From an optimization exercise on the open Yosys and OpenROAD flow, aimed at small area; shortcuts taken in it are not production practice. At most, simulation tests tie the RTL to the original design; equivalence was not proved. The RTL of runs 1 and 2 was laid out without a check of its function. No activity file was given, so power comes from the tool's default toggle rates.

==> flow/design.v (outline; a module is shown in full before it is edited, if it fits) <==
// module domaze_logic: 305 lines
// module maze_rom: 950 lines
module domaze_logic(iResetn, iClock, switch_up_down, skip_to_hardest,
                    mv_left, mv_vert, mv_right,
                    oX, oY, oColour, oPlot,
                    hundreds, tens, ones, percent,
                    address_title_1, q_title_1,
                    address_title_2, q_title_2,
                    address_frame_1, q_frame_1,
                    address_frame_2, q_frame_2,
                    address_frame_3, q_frame_3,
                    address_frame_4, q_frame_4,
                    address_frame_5, q_frame_5,
                    address_frame_6, q_frame_6,
                    address_frame_7, q_frame_7,
                    address_frame_8, q_frame_8,
                    address_frame_9, q_frame_9,
                    address_frame_10, q_frame_10,
                    address_frame_11, q_frame_11,
                    address_frame_12, q_frame_12,
                    address_frame_13, q_frame_13,
                    address_frame_14, q_frame_14,
                    address_frame_15, q_frame_15,
                    address_frame_16, q_frame_16,
                    address_over, q_over,
                    address_end, q_end,
                    key_data, key_en);
  // ...
==> flow/flow/run.sh <==
#!/bin/bash
# Layout flow: the standard synthesis, then ABC re-maps the combinational
# logic for area (flip-flops untouched), then the standard ORFS flow from
# the floorplan on, with port buffers of the smallest buffer cell and a clock
# tree of small clock buffers. Each tool's output goes to a log file here.
set -euo pipefail
W=$(pwd)
R=$W/orfs/results/$FLOW_PLATFORM/domaze_logic/base
export BUFFER_PORTS_ARGS="-buffer_cell sky130_fd_sc_hd__buf_1"
export CTS_ARGS="-sink_clustering_enable -repair_clock_nets -dont_use_dummy_load -buf_list sky130_fd_sc_hd__clkbuf_4 -root_buf sky130_fd_sc_hd__clkbuf_8 -sink_clustering_size 10 -sink_clustering_max_diameter 40"

bash standard.sh synth > log_1_standard_synth.log 2>&1
cp $R/1_2_yosys.v $W/standard_synth.v

export RESYN_LIB=$FLOW_HOME/platforms/$FLOW_PLATFORM/lib/sky130_fd_sc_hd__tt_025C_1v80.lib
export RESYN_IN=$W/standard_synth.v
export RESYN_OUT=$W/resyn.v
export RESYN_SCRIPT=$W/flow/resyn.abc
export RESYN_KEEP="$(grep -o 'sky130_fd_sc_hd__[a-z0-9_]*' standard_synth.v | sort -u | grep -E '__(df|edf|sdf|sedf|dl)' | tr '\n' ' ')"
export RESYN_DONT_USE="$(grep -o 'cell *( *"\?sky130_fd_sc_hd__[a-z0-9_]*' $RESYN_LIB | grep -oE 'sky130_fd_sc_hd__(lpflow|probe)[a-z0-9_]*' | sort -u | tr '\n' ' ')"
yosys -c flow/resyn.tcl > log_2_resyn.log 2>&1

cp $W/resyn.v $R/1_2_yosys.v
rm -f $R/1_synth.odb $R/1_synth.sdc
bash standard.sh finish > log_3_standard_finish.log 2>&1
==> flow/flow/resyn.abc <==
strash
&get -n
&deepsyn -T 900
&put
dch -f
amap
topo
==> flow/flow/resyn.tcl <==
# Re-maps the combinational logic of the standard synthesis netlist for area.
# The flip-flops stay as they are (same instances, names and cell types).
yosys -import
set lib $::env(RESYN_LIB)
read_liberty -ignore_miss_func $lib
read_verilog $::env(RESYN_IN)
hierarchy -top $::env(FLOW_TOP)
foreach c $::env(RESYN_KEEP) { setattr -mod -set keep_hierarchy 1 $c }
flatten
yosys cd $::env(FLOW_TOP)
opt_clean
set dont [list]
foreach c $::env(RESYN_DONT_USE) { lappend dont -dont_use $c }
abc -liberty $lib {*}$dont -script $::env(RESYN_SCRIPT)
opt_clean -purge
hilomap -singleton -hicell sky130_fd_sc_hd__conb_1 HI -locell sky130_fd_sc_hd__conb_1 LO
splitnets
opt_clean -purge
insbuf -buf sky130_fd_sc_hd__buf_1 A X
check
stat -liberty $lib
yosys cd
select $::env(FLOW_TOP)
write_verilog -noattr -noexpr -nohex -nodec -selected $::env(RESYN_OUT)
==> flow/standard.sh <==
#!/bin/bash
# synth_recipe.tcl (not shown) runs the flow's synth.tcl, then flattens the netlist and writes it again
# the make line also repeats each setting of config.mk as NAME=value (left out here)
make -C /OpenROAD-flow-scripts/flow DESIGN_CONFIG=/design/flow/config.mk WORK_HOME=/design/flow/orfs CLKGATE_MAP_FILE= SYNTH_SCRIPT=/design/flow/synth_recipe.tcl "${@:-finish}"
==> flow/config.mk <==
export PLATFORM = sky130hd
export DESIGN_NAME = domaze_logic
export DESIGN_NICKNAME = domaze_logic
export VERILOG_FILES = /design/flow/design.v
export SDC_FILE = /design/flow/constraint.sdc
export NUM_CORES = 4
export LEC_CHECK = 0
export CAP_MARGIN = 20
export CORE_MARGIN = 2
export CORE_UTILIZATION = 55
export SLEW_MARGIN = 20
==> flow/constraint.sdc <==
create_clock -name core_clock -period 20.0 [get_ports {iClock}]
set_input_delay 4.0000 -clock core_clock [delete_from_list [all_inputs] [get_ports {iClock}]]
set_output_delay 4.0000 -clock core_clock [all_outputs]
set_load 0.01 [all_outputs]
==> results.tsv, run 1 <==
metric	value	unit
nets	2682	
powerSeq	789	uW
grt_util_met1	54.33	%
maxSlewViolCount	0	
r2r_setup_slack	10.17	ns
p_switching	1228	uW
clock_path_buffers	3	
post-route-drc-count	0	
route.top_layer_used	met5	
core_area	30350	um^2
routed-wl-met2	31810	um
dieArea	32030	um^2
path_class	flop to flop	
wl_met3	10190	um
reg2reg_depth	32	
clk_latency	0.57	ns
status	finished clean	
drive_above_1_share	3.650	%
multi_input_area_share	40.62	%
firstDrtPassIters	6	
final_cells	3000	
pre_cts_ws	10.95	ns
met2_usage	65.29	%
dieWidth	179.0	um
grt_max_degree	91	
buffers	434	
p_total	2401	uW
largest_cell_class	multi-input combinational cells	
n_fill_cell	2522	
grt_pass1_vias	17820	
min_from	pend$_SDFFE_PP0P_	
diodes	1	
swShare	51.14	%
top_regs	slot: 180 flops, dcnt: 16 flops, tcnt: 16 flops	
path_clk_slew	0.11	ns
syn-cell-area	16840	um^2
worstReg2RegStart	st[0]$_SDFFCE_PP0P_	
==> run 2: changes to the inputs <==
--- a/flow/config.mk
+++ b/flow/config.mk
@@ -9,3 +9,4 @@
 export CORE_MARGIN = 2
 export CORE_UTILIZATION = 55
+export GPL_TIMING_DRIVEN = 0
 export SLEW_MARGIN = 20
==> run 2 against run 1 <==
Effect of this change:
- still clean
- sequential share of layout area is 0.60 points lower
- sequential power is 0.8% higher
- via count is 0.40% lower
- core utilization is 0.96 points higher
- wire length is 2.9% lower
- total power is 0.69% higher
- final area is 1.5% higher
- cell count is 1.4% higher
- clock power is 3% lower
- global-route usage is 1.2 points lower
- maximum frequency is 7.5% lower
- non-clock buffer count is 46 higher
- highest routed layer unchanged
==> results.tsv, run 2 <==
metric	value	unit	change
p_per_area	122.7	nW/um^2	
clk_latency	0.57	ns	about the same
status	finished clean		
yosysWarnings	2		
pwr-share-clk	12.3	%	
mostFrequentLayoutCells	nor2_1, buf_1, clkinv_1, edfxtp_1, nand2_1		
cts_setup_buffers	0		
slowest_delay	1.09	ns	
clock_skew	0.1164	ns	
critPathRequiredTime	20.47	ns	
fmax	94.12	MHz	
nets	2726		+1.6%
cts_hold_buf	0		
clock_sinks	297		
grt_pass1_vias	17335		-2.7%
avgSynthCellArea	7.764	um^2	
register_area	7818	um^2	
maxSlewViolCount	0		unchanged
pin_count	420		
drt_iter0_drc	2530		
dp_hpwl	53580	um	
cts_made_buffers	39		
track_usage	42.14	%	
path_class	flop to flop		
cts_tree	yes		
worstReg2RegStart	st[1]$_DFFE_PP_		
endpoint_kind	flop		
hold_viol	0		
maxSlewHeadroom	29.52	%	
top_regs	slot: 180 flops, dcnt: 16 flops, tcnt: 16 flops		
post-route-drc-count	0		unchanged
diodes	0		-1
setup_viol_count_final	0		
port_buffers	400		
dieWidth	179.0	um	unchanged
grt_setup_unrepaired	false		
p_seq_share	32.9	%	
antenna_found_initial	3		
synthCells	2169		
core_area	30350	um^2	unchanged
combPwrFrac	54.9	%	
power_leakage	0.005944	uW	
htree_num_levels	2		
synthToLayoutAreaGrowth	17.00	%	
detail-route-antenna-nets	0		
largest_reg_flops	180		
tightest_slew	1.041	ns	
critPathArrivalTime	11.10	ns	
path_clk_slew	0.11	ns	about the same
cts_root_buffer	clkbuf_8		
tns	0	ns	
pre_cts_ws	10.17	ns	-0.7754 ns
n_fill_cell	2539		+0.67%
r2r_setup_slack	9.38	ns	-0.79 ns
r2r_end	py[0]$_SDFFE_PP1P_		
vdd_ir_drop_max	0.00007568	V	
internal_power	1188	uW	
finalCritPeriodShare	53.12	%	
grt_overflow	0		
firstDrtPassIters	9		+3
dp_cells	3003		
regMostFlops	slot		
cts_resized	0		
routedWlPerCell	23.20	um	
final_cells	3043		+1.4%
slowest_stage	nor2_1		
gp_congestion	1.074		
start_util	55.49	%	
grt_pass1_wl	101800	um	
whs_endpoint	pend$_SDFFE_PP0P_		
start_kind	flop		
swShare	50.86	%	-0.28 points
period_needed	10.62	ns	
drive_above_1_share	3.438	%	-0.21 points
p_switching	1230	uW	+0.14%
num_rows	64		
wl	70600	um	
maxCapViolations	0		
viasPerCell	6.462		
setup_ws	9.375	ns	
reg2reg_depth	30		-6.3%
p_total	2418	uW	+0.69%
dieArea	32030	um^2	unchanged
hold_depth	2		
fp.dieH	179.0	um	
route.vias.total	19663		
min_from	pend$_SDFFE_PP0P_		
syn-cell-area	16840	um^2	unchanged
crit_path_max_fanout	23		
worstHoldPathType	flop to flop		
clock_path_buffers	3		unchanged
multi_input_area	7885	um^2	
final_common_cell	nor2_1		
grt_max_degree	91		unchanged
run 2: through the flow:
stage	instance area [um^2]	hold slack, ns	utilization, %
floorplan	16900	0.4419	-
global placement	18890	0.4532	62.25
CTS	19690	0.4915	64.89
detailed placement	19370	0.4744	63.82
global route	19700	0.5195	64.92
finish	19700	0.4928	64.92
run 2: critical path: cells and delay by family (launching register included):
kind / cells / cell delay (ns)
AO/OA/AOI/OAI: 11 / 2.53
buffers and inverters: 7 / 3.39
flip-flops: 1 / 0.98
AND/OR/NAND/NOR: 12 / 3.59
run 2: layout make-up:
class	instances	area share [%]
multi-input cells	1534	40.02
flip-flops and latches	297	39.68
repair buffers	424	9.386
inverters	297	5.690
well taps	396	2.515
clock buffers	39	1.645
plain buffers	56	1.067
run 2: worst max-delay path by stage:
stage,start,endpoint,slack (ns),cells after the start
global route,st[1]$_DFFE_PP_,py[0]$_SDFFE_PP1P_,8.78,30
global placement,pic[1]$_SDFFE_PP0P_,address_frame_11[2],1.98,5
finish,st[1]$_DFFE_PP_,py[0]$_SDFFE_PP1P_,9.38,30
CTS,st[1]$_DFFE_PP_,py[0]$_SDFFE_PP1P_,10.16,30
floorplan,pic[1]$_SDFFE_PP0P_,address_frame_10[0],6.32,4
detailed placement,st[1]$_DFFE_PP_,py[0]$_SDFFE_PP1P_,10.17,30
run 2: routing by layer:
metal	vias to the layer above	global-route usage, %	part of all wire [%]
met4	8	24.39	6.7
met3	364	12.07	14
met1	9012	54.02	36
li1	8623	-	-
met5	-	1.282	0.13
met2	1656	63.46	44
run 2: power by group through the flow:
| stage | clock (uW) | sequential, uW | combinational [uW] |
|---|---|---|---|
| 6_report | 297 | 795 | 1330 |
| 3_3_place_gp | 0 | 806 | 1200 |
| 5_1_grt | 321 | 800 | 1400 |
| 3_5_place_dp | 0 | 804 | 1250 |
| 2_1_floorplan | 0 | 781 | 778 |
| 4_1_cts | 293 | 790 | 1260 |
==> module domaze_logic, before the edit <==
module domaze_logic(iResetn, iClock, switch_up_down, skip_to_hardest,
                    mv_left, mv_vert, mv_right,
                    oX, oY, oColour, oPlot,
                    hundreds, tens, ones, percent,
                    address_title_1, q_title_1,
                    address_title_2, q_title_2,
                    address_frame_1, q_frame_1,
                    address_frame_2, q_frame_2,
                    address_frame_3, q_frame_3,
                    address_frame_4, q_frame_4,
                    address_frame_5, q_frame_5,
                    address_frame_6, q_frame_6,
                    address_frame_7, q_frame_7,
                    address_frame_8, q_frame_8,
                    address_frame_9, q_frame_9,
                    address_frame_10, q_frame_10,
                    address_frame_11, q_frame_11,
                    address_frame_12, q_frame_12,
                    address_frame_13, q_frame_13,
                    address_frame_14, q_frame_14,
                    address_frame_15, q_frame_15,
                    address_frame_16, q_frame_16,
                    address_over, q_over,
                    address_end, q_end,
                    key_data, key_en);
   input wire iResetn;
   input wire iClock;
   input wire switch_up_down, mv_left, mv_vert, mv_right;
   input wire [1:0] skip_to_hardest;
   input wire [7:0] key_data;
   input wire key_en;
   input wire [2:0] q_title_1, q_title_2;
   input wire [2:0] q_frame_1, q_frame_2, q_frame_3, q_frame_4, q_frame_5, q_frame_6,
                    q_frame_7, q_frame_8, q_frame_9, q_frame_10, q_frame_11, q_frame_12,
                    q_frame_13, q_frame_14, q_frame_15, q_frame_16;
   input wire [2:0] q_over, q_end;
   output reg [8:0] oX;
   output reg [7:0] oY;
   output reg [2:0] oColour;
   output wire oPlot;
   output reg [3:0] tens, ones;
   output wire [3:0] hundreds;
   output reg [9:0] percent;
   output wire [14:0] address_title_1, address_title_2;
   output wire [14:0] address_frame_1, address_frame_2, address_frame_3, address_frame_4,
                      address_frame_5, address_frame_6, address_frame_7, address_frame_8,
                      address_frame_9, address_frame_10, address_frame_11, address_frame_12,
                      address_frame_13, address_frame_14, address_frame_15, address_frame_16;
   output wire [14:0] address_over, address_end;
   localparam [4:0]
      S_PIC   = 5'd0,  S_POST  = 5'd1,  S_SKIP  = 5'd2,  S_DWAIT = 5'd3,
      S_CLEAR = 5'd4,  S_MAZE  = 5'd5,  S_DEST  = 5'd6,  S_CHAR  = 5'd7,
      S_INPUT = 5'd8,  S_LW    = 5'd9,  S_UW    = 5'd10, S_RW    = 5'd11,
      S_DW    = 5'd12, S_ML    = 5'd13, S_MU    = 5'd14, S_MR    = 5'd15,
      S_MD    = 5'd16, S_CHECK = 5'd17, S_VPRE  = 5'd18, S_VDRAW = 5'd19,
      S_VPOST = 5'd20;
   reg [4:0] st;
   reg [4:0] pic;
   reg [1:0] olevel;
   reg [15:0] dcnt;         
   reg fresh;               
   reg [5:0] cu;
   reg [5:0] mx, my;        
   reg [5:0] px, py;        
   reg [15:0] tcnt;
   reg [2:0] hund;
   reg [14:0] slot [0:11];  
   assign hundreds = {1'b0, hund};
   wire rst = iResetn;
   wire in_pic   = (st == S_PIC);
   wire in_post  = (st == S_POST);
   wire in_dwait = (st == S_DWAIT);
   wire in_clear = (st == S_CLEAR);
   wire in_maze  = (st == S_MAZE);
   wire in_dest  = (st == S_DEST);
   wire in_char  = (st == S_CHAR);
   wire in_vdraw = (st == S_VDRAW);
   wire in_vwait = (st == S_VPRE) | (st == S_VPOST);
   wire in_move  = (st == S_ML) | (st == S_MU) | (st == S_MR) | (st == S_MD);
   wire drawing  = in_maze | in_dest | in_char;
   wire sweep    = in_clear | in_vdraw;
   wire en_timer = drawing | (st == S_INPUT) | (st == S_LW) | (st == S_UW) | (st == S_RW) |
                   (st == S_DW) | in_move | (st == S_CHECK);
   assign oPlot = in_pic | sweep | drawing;
   wire [1:0] lvl_of_pic = (pic == 5'd5) ? 2'd1 : (pic == 5'd10) ? 2'd2 : 2'd3;
   wire lvl1_init = in_dwait & (pic == 5'd5);
   wire lvl_init  = in_dwait;
   wire l1 = (olevel == 2'd1);
   wire l2 = (olevel == 2'd2);
   wire [5:0] nmax = l1 ? 6'd24 : l2 ? 6'd36 : 6'd48;    
   wire timeout = (hund == 3'd0) & (tens == 4'd0) & (ones == 4'd0);
   wire victory = (px == nmax) & (py == nmax - 6'd1);
   wire ox_wrap = in_pic ? (oX == 9'd319) : (oX == 9'd320);
   wire oy_wrap = in_pic ? (oY == 8'd239) : (oY == 8'd240);
   wire [8:0] c9 = (fresh | ox_wrap) ? 9'd0 : oX + 9'd1;
   wire [7:0] c8 = fresh ? 8'd0 : ox_wrap ? (oy_wrap ? 8'd0 : oY + 8'd1) : oY;
   wire sweep_end = (c8 == 8'd239) & (c9 == 9'd81);
   wire [15:0] draw_lim = in_maze ? (l1 ? 16'd40000 : l2 ? 16'd21904 : 16'd38416)
                                  : (l1 ? 16'd64 : 16'd16);
   wire draw_end = (dcnt == draw_lim);
   wire vwait_end = (dcnt == 16'd50000);
   wire pic_last = (pic == 5'd5) | (pic == 5'd10) | (pic == 5'd16);
   wire pic_stay = (pic == 5'd17) | (pic == 5'd18);
   wire k1C = (key_data == 8'h1C), k1D = (key_data == 8'h1D);
   wire k1B = (key_data == 8'h1B), k23 = (key_data == 8'h23);
   always @(posedge iClock) begin
      if (rst) begin
         st  <= (skip_to_hardest == 2'd1 | skip_to_hardest == 2'd2) ? S_SKIP : S_PIC;
         pic <= 5'd0;
      end else begin
         case (st)
            S_PIC:   if (mv_left & ~pic_stay) st <= S_POST;
            S_POST:  if (~mv_left) begin
                        if (pic_last) st <= S_DWAIT;
                        else begin st <= S_PIC; pic <= pic + 5'd1; end
                     end
            S_SKIP:  if (skip_to_hardest == 2'd1) begin st <= S_VPOST; pic <= 5'd5; end
                     else if (skip_to_hardest == 2'd2) begin st <= S_VPOST; pic <= 5'd10; end
                     else begin st <= S_PIC; pic <= 5'd18; end
            S_DWAIT: st <= S_CLEAR;
            S_CLEAR: if (sweep_end) st <= S_MAZE;
            S_MAZE:  if (draw_end) st <= S_DEST;
            S_DEST:  if (draw_end) st <= S_CHAR;
            S_CHAR:  if (draw_end) st <= victory ? S_VPRE : S_INPUT;
            S_INPUT: begin
                        if (timeout) begin st <= S_PIC; pic <= 5'd18; end
                        else if (mv_left | (k1C & key_en)) st <= S_LW;
                        else if (mv_vert) st <= switch_up_down ? S_UW : S_DW;
                        else if (k1D & key_en) st <= S_UW;
                        else if (k1B & key_en) st <= S_DW;
                        else if (mv_right | (k23 & key_en)) st <= S_RW;
                     end
            S_LW:    if (~(mv_left  | (k1C & ~key_en))) st <= S_ML;
            S_UW:    if (~(mv_vert  | (k1D & ~key_en))) st <= S_MU;
            S_RW:    if (~(mv_right | (k1B & ~key_en))) st <= S_MR;
            S_DW:    if (~(mv_vert  | (k23 & ~key_en))) st <= S_MD;
            S_ML, S_MU, S_MR, S_MD: st <= S_CHECK;
            S_CHECK: st <= S_MAZE;
            S_VPRE:  if (vwait_end) st <= S_VDRAW;
            S_VDRAW: if (sweep_end) st <= S_VPOST;
            S_VPOST: if (vwait_end) begin st <= S_PIC; pic <= pic + 5'd1; end
            default: st <= st;
         endcase
      end
   end
   wire row_end = (c9 == 9'd319);
   wire frame_end = row_end & (c8 == 8'd239);
   wire [14:0] a_inc = dcnt[14:0] + 15'd1;
   wire [14:0] a_back = dcnt[14:0] - 15'd159;
   wire [14:0] a_next = frame_end ? 15'd0 :
                        row_end ? (c8[0] ? a_inc : a_back) :
                        (c9[0] ? a_inc : dcnt[14:0]);
   always @(posedge iClock) begin
      if (rst) dcnt <= 16'd0;
      else if (in_pic) dcnt <= {1'b0, a_next};
      else if (in_post) dcnt <= 16'd0;
      else if (drawing) dcnt <= draw_end ? 16'd0 : dcnt + 16'd1;
      else if (in_vwait) dcnt <= vwait_end ? 16'd0 : dcnt + 16'd1;
   end
   wire [3:0] slot_of_pic = (pic < 5'd6) ? pic[3:0] :
                            (pic >= 5'd17) ? 4'd11 : (pic[3:0] - 4'd6);
   wire slot_clr = rst | lvl1_init;
   wire [14:0] slot_d = slot_clr ? 15'h7fff : ~a_next;
   integer k;
   always @(posedge iClock) begin
      for (k = 0; k < 12; k = k + 1)
         if (slot_clr | (in_pic & (slot_of_pic == k))) slot[k] <= slot_d;
   end
   wire ph_a = (pic < 5'd6);
   wire is_over = (pic == 5'd18);
   assign address_title_1  = ph_a ? ~slot[0] : 15'd0;
   assign address_frame_1  = ph_a ? ~slot[1] : 15'd0;
   assign address_frame_2  = ph_a ? ~slot[2] : 15'd0;
   assign address_frame_3  = ph_a ? ~slot[3] : 15'd0;
   assign address_frame_4  = ph_a ? ~slot[4] : 15'd0;
   assign address_frame_5  = ph_a ? ~slot[5] : 15'd0;
   assign address_frame_6  = ph_a ? 15'd0 : ~slot[0];
   assign address_frame_7  = ph_a ? 15'd0 : ~slot[1];
   assign address_frame_8  = ph_a ? 15'd0 : ~slot[2];
   assign address_frame_9  = ph_a ? 15'd0 : ~slot[3];
   assign address_frame_10 = ph_a ? 15'd0 : ~slot[4];
   assign address_frame_11 = ph_a ? 15'd0 : ~slot[5];
   assign address_frame_12 = ~slot[6];
   assign address_frame_13 = ~slot[7];
   assign address_frame_14 = ~slot[8];
   assign address_frame_15 = ~slot[9];
   assign address_frame_16 = ~slot[10];
   assign address_over = is_over ? ~slot[11] : 15'd0;
   assign address_end  = is_over ? 15'd0 : ~slot[11];
   assign address_title_2 = 15'd0;
   reg [2:0] qsel;
   always @(*) begin
      case (pic)
         5'd0:  qsel = q_title_1;
         5'd1:  qsel = q_frame_1;
         5'd2:  qsel = q_frame_2;
         5'd3:  qsel = q_frame_3;
         5'd4:  qsel = q_frame_4;
         5'd5:  qsel = q_frame_5;
         5'd6:  qsel = q_frame_6;
         5'd7:  qsel = q_frame_7;
         5'd8:  qsel = q_frame_8;
         5'd9:  qsel = q_frame_9;
         5'd10: qsel = q_frame_10;
         5'd11: qsel = q_frame_11;
         5'd12: qsel = q_frame_12;
         5'd13: qsel = q_frame_13;
         5'd14: qsel = q_frame_14;
         5'd15: qsel = q_frame_15;
         5'd16: qsel = q_frame_16;
         5'd17: qsel = q_end;
         default: qsel = q_over;
      endcase
   end
   wire [5:0] nbx = (st == S_ML) ? px - 6'd1 : (st == S_MR) ? px + 6'd1 : px;
   wire [5:0] nby = (st == S_MU) ? py - 6'd1 : (st == S_MD) ? py + 6'd1 : py;
   wire [5:0] rx = in_maze ? mx : nbx;
   wire [5:0] ry = in_maze ? my : nby;
   wire wall;
   maze_rom rom0(.lv(olevel), .x(rx), .y(ry), .w(wall));
   wire [5:0] gx = in_maze ? mx : in_dest ? nmax : px;
   wire [5:0] gy = in_maze ? my : in_dest ? nmax - 6'd1 : py;
   wire [8:0] cx = l1 ? ({gx, cu[2:0]} + 9'd60) : l2 ? ({1'b0, gx, cu[1:0]} + 9'd86) : ({1'b0, gx, cu[1:0]} + 9'd62);
   wire [7:0] cy = l1 ? ({gy[4:0], cu[5:3]} + 8'd20) : l2 ? ({gy, cu[3:2]} + 8'd46) : ({gy, cu[3:2]} + 8'd22);
   wire cu_wrap = l1 ? (cu == 6'd63) : (cu[3:0] == 4'd15);
   always @(posedge iClock) begin
      if (rst | lvl_init) begin
         oX <= 9'd0; oY <= 8'd0; oColour <= 3'd0;
         fresh <= 1'b1;
         mx <= 6'd0; my <= 6'd0;
         px <= 6'd1; py <= 6'd1;
         olevel <= rst ? 2'd1 : lvl_of_pic;
      end else if (in_pic | sweep) begin
         fresh <= 1'b0;
         oX <= c9; oY <= c8;
         oColour <= in_pic ? qsel : in_vdraw ? 3'b010 : l1 ? 3'b011 : l2 ? 3'b100 : 3'b001;
      end else if (drawing) begin
         fresh <= 1'b1;
         oX <= cx; oY <= cy;
         if (in_maze) begin
            oColour <= l1 ? (wall ? 3'b100 : 3'b110) : l2 ? (wall ? 3'b001 : 3'b011) : (wall ? 3'b000 : 3'b100);
            if (cu_wrap) begin
               if (mx == nmax) begin
                  mx <= 6'd0;
                  my <= (my == nmax) ? 6'd0 : my + 6'd1;
               end else mx <= mx + 6'd1;
            end
         end else oColour <= in_dest ? 3'b111 : 3'b101;
      end else if (in_move) begin
         if (~wall) begin px <= nbx; py <= nby; end
      end
   end
   always @(posedge iClock) begin
      if (rst | (lvl_init & ~pic[4])) cu <= 6'd0;    
      else if (drawing) cu <= cu + 6'd1;
   end
   wire t_end = (tcnt == 16'h487D);
   wire [15:0] t_step = {tcnt[14:0], tcnt[15] ^ tcnt[13] ^ tcnt[12] ^ tcnt[10]};
   reg pend;
   reg [2:0] hund_n;
   reg [3:0] tens_n, ones_n;
   always @(*) begin
      hund_n = hund; tens_n = tens; ones_n = ones;
      if (ones != 4'd0) ones_n = ones - 4'd1;
      else if (tens != 4'd0) begin tens_n = tens - 4'd1; ones_n = 4'd9; end
      else if (hund != 3'd0) begin hund_n = hund - 3'd1; tens_n = 4'd9; ones_n = 4'd9; end
   end
   wire [10:0] dg = {hund, tens, ones};
   wire d000 = (dg == 11'd0);
   wire thr1 = ({tens, ones} == 8'h64) | ({tens, ones} == 8'h57) | ({tens, ones} == 8'h50) |
               ({tens, ones} == 8'h43) | ({tens, ones} == 8'h36) | ({tens, ones} == 8'h29) |
               ({tens, ones} == 8'h22) | ({tens, ones} == 8'h15) | ({tens, ones} == 8'h08) |
               ({tens, ones} == 8'h01) | ({tens, ones} == 8'h00);
   wire thr2 = (dg == {3'd3, 8'h25}) | (dg == {3'd2, 8'h89}) | (dg == {3'd2, 8'h53}) |
               (dg == {3'd2, 8'h17}) | (dg == {3'd1, 8'h81}) | (dg == {3'd1, 8'h45}) |
               (dg == {3'd1, 8'h09}) | (dg == {3'd0, 8'h73}) | (dg == {3'd0, 8'h37}) |
               (dg == {3'd0, 8'h01}) | d000;
   wire thr3 = ((ones == 4'd1) & ((tens == 4'd0) | (tens == 4'd5))) | d000;
   wire thr = l1 ? thr1 : l2 ? thr2 : thr3;
   always @(posedge iClock) begin
      if (rst) begin
         tcnt <= 16'hFFFF;
         hund <= 3'd0; tens <= 4'd0; ones <= 4'd0;
         percent <= 10'd0;
         pend <= 1'b0;
      end else if (lvl_init) begin
         tcnt <= 16'hFFFF;
         hund <= (pic == 5'd5) ? 3'd0 : (pic == 5'd10) ? 3'd3 : 3'd5;
         tens <= (pic == 5'd5) ? 4'd7 : (pic == 5'd10) ? 4'd6 : 4'd0;
         ones <= 4'd0;
         percent <= 10'h3ff;
         pend <= 1'b0;
      end else if (en_timer) begin
         if (t_end) begin
            tcnt <= 16'hFFFF;
            hund <= hund_n; tens <= tens_n; ones <= ones_n;
            pend <= thr;
         end else begin
            tcnt <= t_step;
            pend <= 1'b0;
         end
         if (pend) percent <= {1'b0, percent[9:1]};
      end
   end
endmodule
==> run 3: changes to the inputs <==
--- a/flow/design.v
+++ b/flow/design.v
@@ -162,9 +162,10 @@
                             (pic >= 5'd17) ? 4'd11 : (pic[3:0] - 4'd6);
    wire slot_clr = rst | lvl1_init;
-   wire [14:0] slot_d = slot_clr ? 15'h7fff : ~a_next;
+   wire [14:0] slot_d = slot_clr ? 15'h7fff : ~a_next;    
+   wire [14:0] slot_dp = slot_clr ? 15'h0000 : a_next;    
    integer k;
    always @(posedge iClock) begin
       for (k = 0; k < 12; k = k + 1)
-         if (slot_clr | (in_pic & (slot_of_pic == k))) slot[k] <= slot_d;
+         if (slot_clr | (in_pic & (slot_of_pic == k))) slot[k] <= (k >= 6 && k <= 10) ? slot_dp : slot_d;
    end
    wire ph_a = (pic < 5'd6);
@@ -182,9 +183,9 @@
    assign address_frame_10 = ph_a ? 15'd0 : ~slot[4];
    assign address_frame_11 = ph_a ? 15'd0 : ~slot[5];
-   assign address_frame_12 = ~slot[6];
-   assign address_frame_13 = ~slot[7];
-   assign address_frame_14 = ~slot[8];
-   assign address_frame_15 = ~slot[9];
-   assign address_frame_16 = ~slot[10];
+   assign address_frame_12 = slot[6];
+   assign address_frame_13 = slot[7];
+   assign address_frame_14 = slot[8];
+   assign address_frame_15 = slot[9];
+   assign address_frame_16 = slot[10];
    assign address_over = is_over ? ~slot[11] : 15'd0;
    assign address_end  = is_over ? 15'd0 : ~slot[11];
--- a/flow/flow/run.sh
+++ b/flow/flow/run.sh
@@ -8,5 +8,5 @@
 R=$W/orfs/results/$FLOW_PLATFORM/domaze_logic/base
 export BUFFER_PORTS_ARGS="-buffer_cell sky130_fd_sc_hd__buf_1"
-export CTS_ARGS="-sink_clustering_enable -repair_clock_nets -dont_use_dummy_load -buf_list sky130_fd_sc_hd__clkbuf_4 -root_buf sky130_fd_sc_hd__clkbuf_8 -sink_clustering_size 10 -sink_clustering_max_diameter 40"
+export CTS_ARGS="-sink_clustering_enable -repair_clock_nets -dont_use_dummy_load -buf_list sky130_fd_sc_hd__clkbuf_4 -root_buf sky130_fd_sc_hd__clkbuf_8 -sink_clustering_size 8 -sink_clustering_max_diameter 40"
 
 bash standard.sh synth > log_1_standard_synth.log 2>&1
--- a/flow/config.mk
+++ b/flow/config.mk
@@ -9,4 +9,3 @@
 export CORE_MARGIN = 2
 export CORE_UTILIZATION = 55
-export GPL_TIMING_DRIVEN = 0
 export SLEW_MARGIN = 20
==> run 3 against run 2 <==
Effect of this change:
- still clean on timing, DRC and antenna
- register-to-register slack gained 0.92 ns
- cell count shrank 4.2%
- first-iteration DRC count grew 35%
- total power shrank 9.2%
==> results.tsv, run 3 <==
metric	value	unit	change
htree_num_levels	2		unchanged
nets	2603		-4.5%
p_switching	1071	uW	-13%
dieWidth	177.5	um	-0.83%
syn-cell-area	16550	um^2	-1.7%
dieArea	31500	um^2	-1.7%
clock_sinks	297		unchanged
track_usage	46.22	%	+4.1 points
cts_tree	yes		
routedWlPerCell	25.85	um	+11%
status	finished clean		
critPathRequiredTime	20.48	ns	about the same
n_fill_cell	2470		-2.7%
avgSynthCellArea	7.967	um^2	+2.6%
synthCells	2078		-4.2%
firstDrtPassIters	10		+1
start_kind	flop		
busiest_layer	met2		
grt_pass1_wl	109000	um	+7.1%
slowest_delay	0.86	ns	-0.23 ns
route.vias.total	19657		-0.031%
synthToLayoutAreaGrowth	15.70	%	
final_area	19150	um^2	-2.8%
cts_made_buffers	45		+15%
pin_count	420		unchanged
cts_setup_buffers	0		unchanged
vdd_ir_drop_max	0.00007002	V	-7.5%
pre_cts_ws	10.95	ns	+0.7807 ns
clock_skew	0.09992	ns	-0.01645 ns
met2_usage	69.04	%	+5.6 points
tightest_slew	1.166	ns	+0.1257 ns
maxSlewHeadroom	22.15	%	-7.4 points
p_seq_share	36.5	%	+3.6 points
path_class	flop to flop		
viasPerCell	6.746		+4.4%
core_area	29640	um^2	-2.3%
drt_iter0_drc	3415		+35%
setup_ws	10.30	ns	+0.9226 ns
top_regs	slot: 180 flops, dcnt: 16 flops, tcnt: 16 flops		
worstHoldPathType	flop to flop		
cts_resized	0		unchanged
finalCritPeriodShare	48.51	%	-4.6 points
endpoint_kind	flop		
post-route-drc-count	0		unchanged
start_util	55.86	%	+0.37 points
final_common_cell	nor2_1		
crit_path_max_fanout	19		-17%
pwr-share-clk	14.6	%	+2.3 points
tns	0	ns	unchanged
cts_hold_buf	0		unchanged
fp.dieH	177.5	um	-0.83%
slowest_stage	edfxtp_1		
yosysWarnings	2		unchanged
antenna_found_initial	0		-3
setup_viol_count_final	0		unchanged
placed_area	18770	um^2	-3.1%
hold_depth	2		unchanged
dp_hpwl	56400	um	+5.2%
diodes	0		unchanged
drive_above_1_share	4.081	%	+0.64 points
clk_latency	0.58	ns	about the same
r2r_setup_slack	10.30	ns	+0.92 ns
period_needed	9.702	ns	-0.9226 ns
maxSlewViolCount	0		unchanged
num_rows	63		-1.6%
grt_max_degree	92		+1.1%
multi_input_area	7824	um^2	-0.78%
combPwrFrac	49.0	%	-5.9 points
p_per_area	114.7	nW/um^2	-6.6%
port_buffers	400		unchanged
path_clk_slew	0.10	ns	about the same
swShare	48.79	%	-2.1 points
grt_pass1_vias	18097		+4.4%
cts_root_buffer	clkbuf_8		
timing.hold.ws	0.4854	ns	-0.007485 ns
clock_path_buffers	3		unchanged
detail-route-antenna-nets	0		unchanged
fmax	103.1	MHz	+9.5%
met3_usage	13.80	%	+1.7 points
largest_reg_flops	180		unchanged
hold_viol	0		unchanged
maxCapViolations	0		unchanged
reg2reg_depth	33		+10%
regMostFlops	slot		
power_leakage	0.005832	uW	-1.9%
critPathArrivalTime	10.18	ns	-0.92 ns
wl	75330	um	+6.7%
mostFrequentLayoutCells	nor2_1, buf_1, clkinv_1, edfxtp_1, nand2_1		
path_common_cell	clkinv_1		
grt_setup_unrepaired	false		
gp_congestion	1.098		+2.3%
internal_power	1125	uW	-5.3%
grt_util_met1	58.39	%	+4.4 points
register_area	7818	um^2	unchanged
grt_overflow	0		unchanged
run 3: power by group through the flow:
stage	Combinational (uW)	Sequential [uW]	Clock, uW
final	1080	801	320
after global routing	1130	804	337
after CTS	1020	796	313
after detailed placement	1010	809	0
after global placement	1010	805	0
after floorplan	635	798	0
run 3: per-layer routing:
metal	wire [um]	vias up
met4	5845	2
met2	31960	1856
met5	58	-
met1	26260	8995
met3	11200	452
li1	-	8352
run 3: metrics by stage:
stage / util (%) / std cells / power (uW)
global placement: 63.32 / 2868 / 1817
CTS: 64.56 / 2913 / 2127
floorplan: - / 2093 / 1433
finish: 64.62 / 2914 / 2196
global route: 64.62 / 2914 / 2267
detailed placement: 63.32 / 2868 / 1822
run 3: path summary, 6_finish.rpt:
kind                              to                 from
hold / removal    oX[2]$_SDFFE_PP0P_   oX[2]$_SDFFE_PP0P_
setup / recovery  px[2]$_SDFFE_PP0P_  st[0]$_SDFFCE_PP0P_
hold reg to reg   oX[2]$_SDFFE_PP0P_   oX[2]$_SDFFE_PP0P_
setup reg to reg  px[2]$_SDFFE_PP0P_  st[0]$_SDFFCE_PP0P_
run 3: area by class of cell:
cell class	count	share of cell area [%]
multi-input cells	1516	40.85
well taps	390	2.548
clock buffers	45	1.927
repair buffers	442	9.472
flip-flops and latches	297	40.82
inverters	224	4.390
run 3: worst max-delay path: cells and delay by family, from the launching register on:
kind	cells	cell delay, ns
flip-flops	1	0.86
AO/OA/AOI/OAI	15	3.45
AND/OR/NAND/NOR	11	3.20
buffers and inverters	7	2.08
==> run 4: changes to the inputs <==
--- a/flow/flow/run.sh
+++ b/flow/flow/run.sh
@@ -8,5 +8,5 @@
 R=$W/orfs/results/$FLOW_PLATFORM/domaze_logic/base
 export BUFFER_PORTS_ARGS="-buffer_cell sky130_fd_sc_hd__buf_1"
-export CTS_ARGS="-sink_clustering_enable -repair_clock_nets -dont_use_dummy_load -buf_list sky130_fd_sc_hd__clkbuf_4 -root_buf sky130_fd_sc_hd__clkbuf_8 -sink_clustering_size 8 -sink_clustering_max_diameter 40"
+export CTS_ARGS="-sink_clustering_enable -repair_clock_nets -dont_use_dummy_load -buf_list sky130_fd_sc_hd__clkbuf_8 -root_buf sky130_fd_sc_hd__clkbuf_8 -sink_clustering_size 14 -sink_clustering_max_diameter 45"
 
 bash standard.sh synth > log_1_standard_synth.log 2>&1
==> flow/flow/resyn.abc (replaced) <==
strash
&get -n
&deepsyn -T 1500
&put
dch -f
amap
topo
==> run 4 against run 3 <==
Effect of this change:
- critical path type unchanged
- global-route usage down 3.2 points
- wire length fell by 7.3%
- core utilization grew 0.13 points
- clock-buffer cell count decreased by 11
- largest cell class is now sequential cells
- first-iteration DRC count shrank 13%
- largest power group unchanged
- cell count shrank 0.69%
- maximum frequency is 2.0% lower
- sequential share of layout area about the same
- highest routed layer unchanged
- sequential power about the same
- combinational power rose by 7%
- final area barely moved
- critical endpoint unchanged
- hold slack worse by 0.016 ns
==> results.tsv, run 4 <==
metric	value	unit	change
fmax	101.0	MHz	-2.0%
grt_pass1_vias	17273		-4.6%
drive_above_1_share	3.479	%	-0.60 points
final_common_cell	nor2_1		
dp_hpwl	51790	um	-8.2%
pin_count	420		unchanged
clk_latency	0.55	ns	-0.03 ns
grt_max_degree	91		-1.1%
clock_skew	0.03757	ns	-0.06235 ns
wl	69840	um	-7.3%
path_class	flop to flop		
synthToLayoutAreaGrowth	16.37	%	
maxSlewViolCount	0		unchanged
endpoint_kind	flop		
track_usage	43.01	%	-3.2 points
regMostFlops	slot		
firstDrtPassIters	6		-4
detail-route-antenna-nets	0		unchanged
path_common_cell	nor2_1		
num_rows	63		unchanged
n_fill_cell	2533		+2.6%
power_leakage	0.005844	uW	+0.20%
largest_reg_flops	180		unchanged
start_util	55.65	%	-0.21 points
fin_util	64.76	%	+0.13 points
vdd_ir_drop_max	0.00006971	V	-0.43%
slowest_delay	0.60	ns	-0.26 ns
hold_viol	0		unchanged
port_buffers	400		unchanged
clock_path_buffers	3		unchanged
core_area	29560	um^2	-0.27%
status	finished clean		
grt_setup_unrepaired	false		
viasPerCell	6.577		-2.5%
cts_setup_buffers	0		unchanged
pre_cts_ws	10.50	ns	-0.4572 ns
placed_area	18670	um^2	-0.53%
nets	2580		-0.88%
period_needed	9.901	ns	+0.1989 ns
cts_hold_buf	0		unchanged
syn-cell-area	16450	um^2	-0.63%
worstHoldPathType	flop to flop		
post-route-drc-count	0		unchanged
route.vias.total	19034		-3.2%
grt_overflow	0		unchanged
synthCells	2062		-0.77%
cts_made_buffers	34		-24%
cts_tree	yes		
tns	0	ns	unchanged
crit_path_max_fanout	23		+4
final_area	19140	um^2	about the same
antenna_found_initial	5		+5
setup_ws	10.10	ns	-0.1989 ns
grt_pass1_wl	101700	um	-6.7%
drt_iter0_drc	2959		-13%
top_regs	slot: 180 flops, dcnt: 16 flops, tcnt: 16 flops		
p_per_area	120.7	nW/um^2	+5.3%
gp_congestion	1.098		about the same
cts_root_buffer	clkbuf_8		
avgSynthCellArea	7.977	um^2	+0.14%
setup_viol_count_final	0		unchanged
mostFrequentLayoutCells	nor2_1, buf_1, clkinv_1, edfxtp_1, nand2_1		
p_total	2311	uW	+5.2%
maxSlewHeadroom	22.62	%	+0.47 points
cts_resized	0		unchanged
routedWlPerCell	24.13	um	-6.6%
dieWidth	176.9	um	-0.31%
yosysWarnings	2		unchanged
dieArea	31310	um^2	-0.62%
htree_num_levels	2		unchanged
clock_sinks	297		unchanged
path_clk_slew	0.07	ns	-0.03 ns
start_kind	flop		
critPathRequiredTime	20.41	ns	-0.07 ns
finalCritPeriodShare	49.50	%	+0.99 points
slowest_stage	clkinv_1		
fp.dieH	176.9	um	-0.31%
maxCapViolations	0		unchanged
tightest_slew	1.154	ns	-0.01271 ns
critPathArrivalTime	10.31	ns	+0.13 ns
## run 4: changes by cell type in the layout (fill, tap and decap cells not counted), sizes merged, moves of 9 or more
| cell | change |
|---|---|
| a211oi | -9 |
| a31oi | +13 |
| clkbuf | -12 |
| clkinv | +13 |
| nand2 | +19 |
| nor2 | -32 |
| o21a | -11 |
## run 4: final cells by class
cell class,count,area (um^2),area share (%)
Tap cell,390,488.0,2.549
Sequential cell,297,7818,40.84
Timing Repair Buffer,446,1847,9.648
Antenna cell,3,7.507,0.03922
Clock buffer,34,467.9,2.445
Inverter,237,889.6,4.647
Multi-Input combinational cell,1487,7625,39.83
## run 4: per-stage QoR
stage,cells,hold slack [ns]
floorplan,2077,0.4379
global placement,2857,0.4493
detailed placement,2857,0.4601
CTS,2891,0.4731
global route,2891,0.4836
finish,2894,0.4691
## run 4: layer usage
layer	wire length (um)	share of wire [%]	global-route usage (%)
met1	25360	36	55.40
met2	29580	42	63.41
met3	10170	15	14.00
met4	4711	6.7	24.72
met5	23	0.033	1.122
## run 4: path summary, 6_finish.rpt
kind                       start                  to  slack, ns  depth (start not counted)
max reg2reg  st[0]$_SDFFCE_PP0P_  px[2]$_SDFFE_PP0P_      10.10                         41
max          st[0]$_SDFFCE_PP0P_  px[2]$_SDFFE_PP0P_      10.10                         41
min           my[5]$_SDFFE_PP0P_  my[5]$_SDFFE_PP0P_       0.47                          1
min reg2reg   my[5]$_SDFFE_PP0P_  my[5]$_SDFFE_PP0P_       0.47                          1
## run 4: report_power, final
part	switching, uW	leakage [uW]	internal, uW
combinational	855	0.00326	300
sequential	66.3	0.00234	732
clock	205	0.000244	152
total	1130	0.00584	1180
## run 4: critical path: cells and delay by family, from the launching register on
| kind | cells | cell delay [ns] |
|---|---|---|
| flip-flops | 1 | 0.52 |
| buffers and inverters | 11 | 3.30 |
| AND/OR/NAND/NOR | 15 | 2.68 |
| AO/OA/AOI/OAI | 15 | 3.24 |

[port drivers added, routing unchanged]
In the flow no input, the clock included, has a driving cell. The finished layouts below were timed again as built, in two steps. Step 1 sets driving cells, clkbuf_16 on the clock port and buf_2 on the other inputs (assumed; they add their load-dependent delay and slew). Step 2 times the ports against the registers' clock, not the clock port: input delays grow and output delays shrink by t, the midpoint of the rising clock arrivals with the driver on. a / b / c = no drivers / after step 1 / after step 2; a / b = the first two.
run | t, ns | setup WS [ns] | worst hold slack (ns) | worst setup path at the end | latest minus earliest clock arrival (ns)
run 1 | 0.575 | 10.167 / 10.167 / 10.167 | 0.478 / 0.478 / 0.478 | register to register | 0.092 / 0.093
run 2 | 0.561 | 9.375 / 9.375 / 9.375 | 0.493 / 0.493 / 0.493 | register to register | 0.118 / 0.118
run 3 | 0.587 | 10.298 / 10.298 / 10.298 | 0.485 / 0.485 / 0.485 | register to register | 0.108 / 0.108
run 4 | 0.581 | 10.099 / 10.099 / 10.099 | 0.469 / 0.469 / 0.469 | register to register | 0.038 / 0.037
After both steps setup and hold are still met in every run listed.
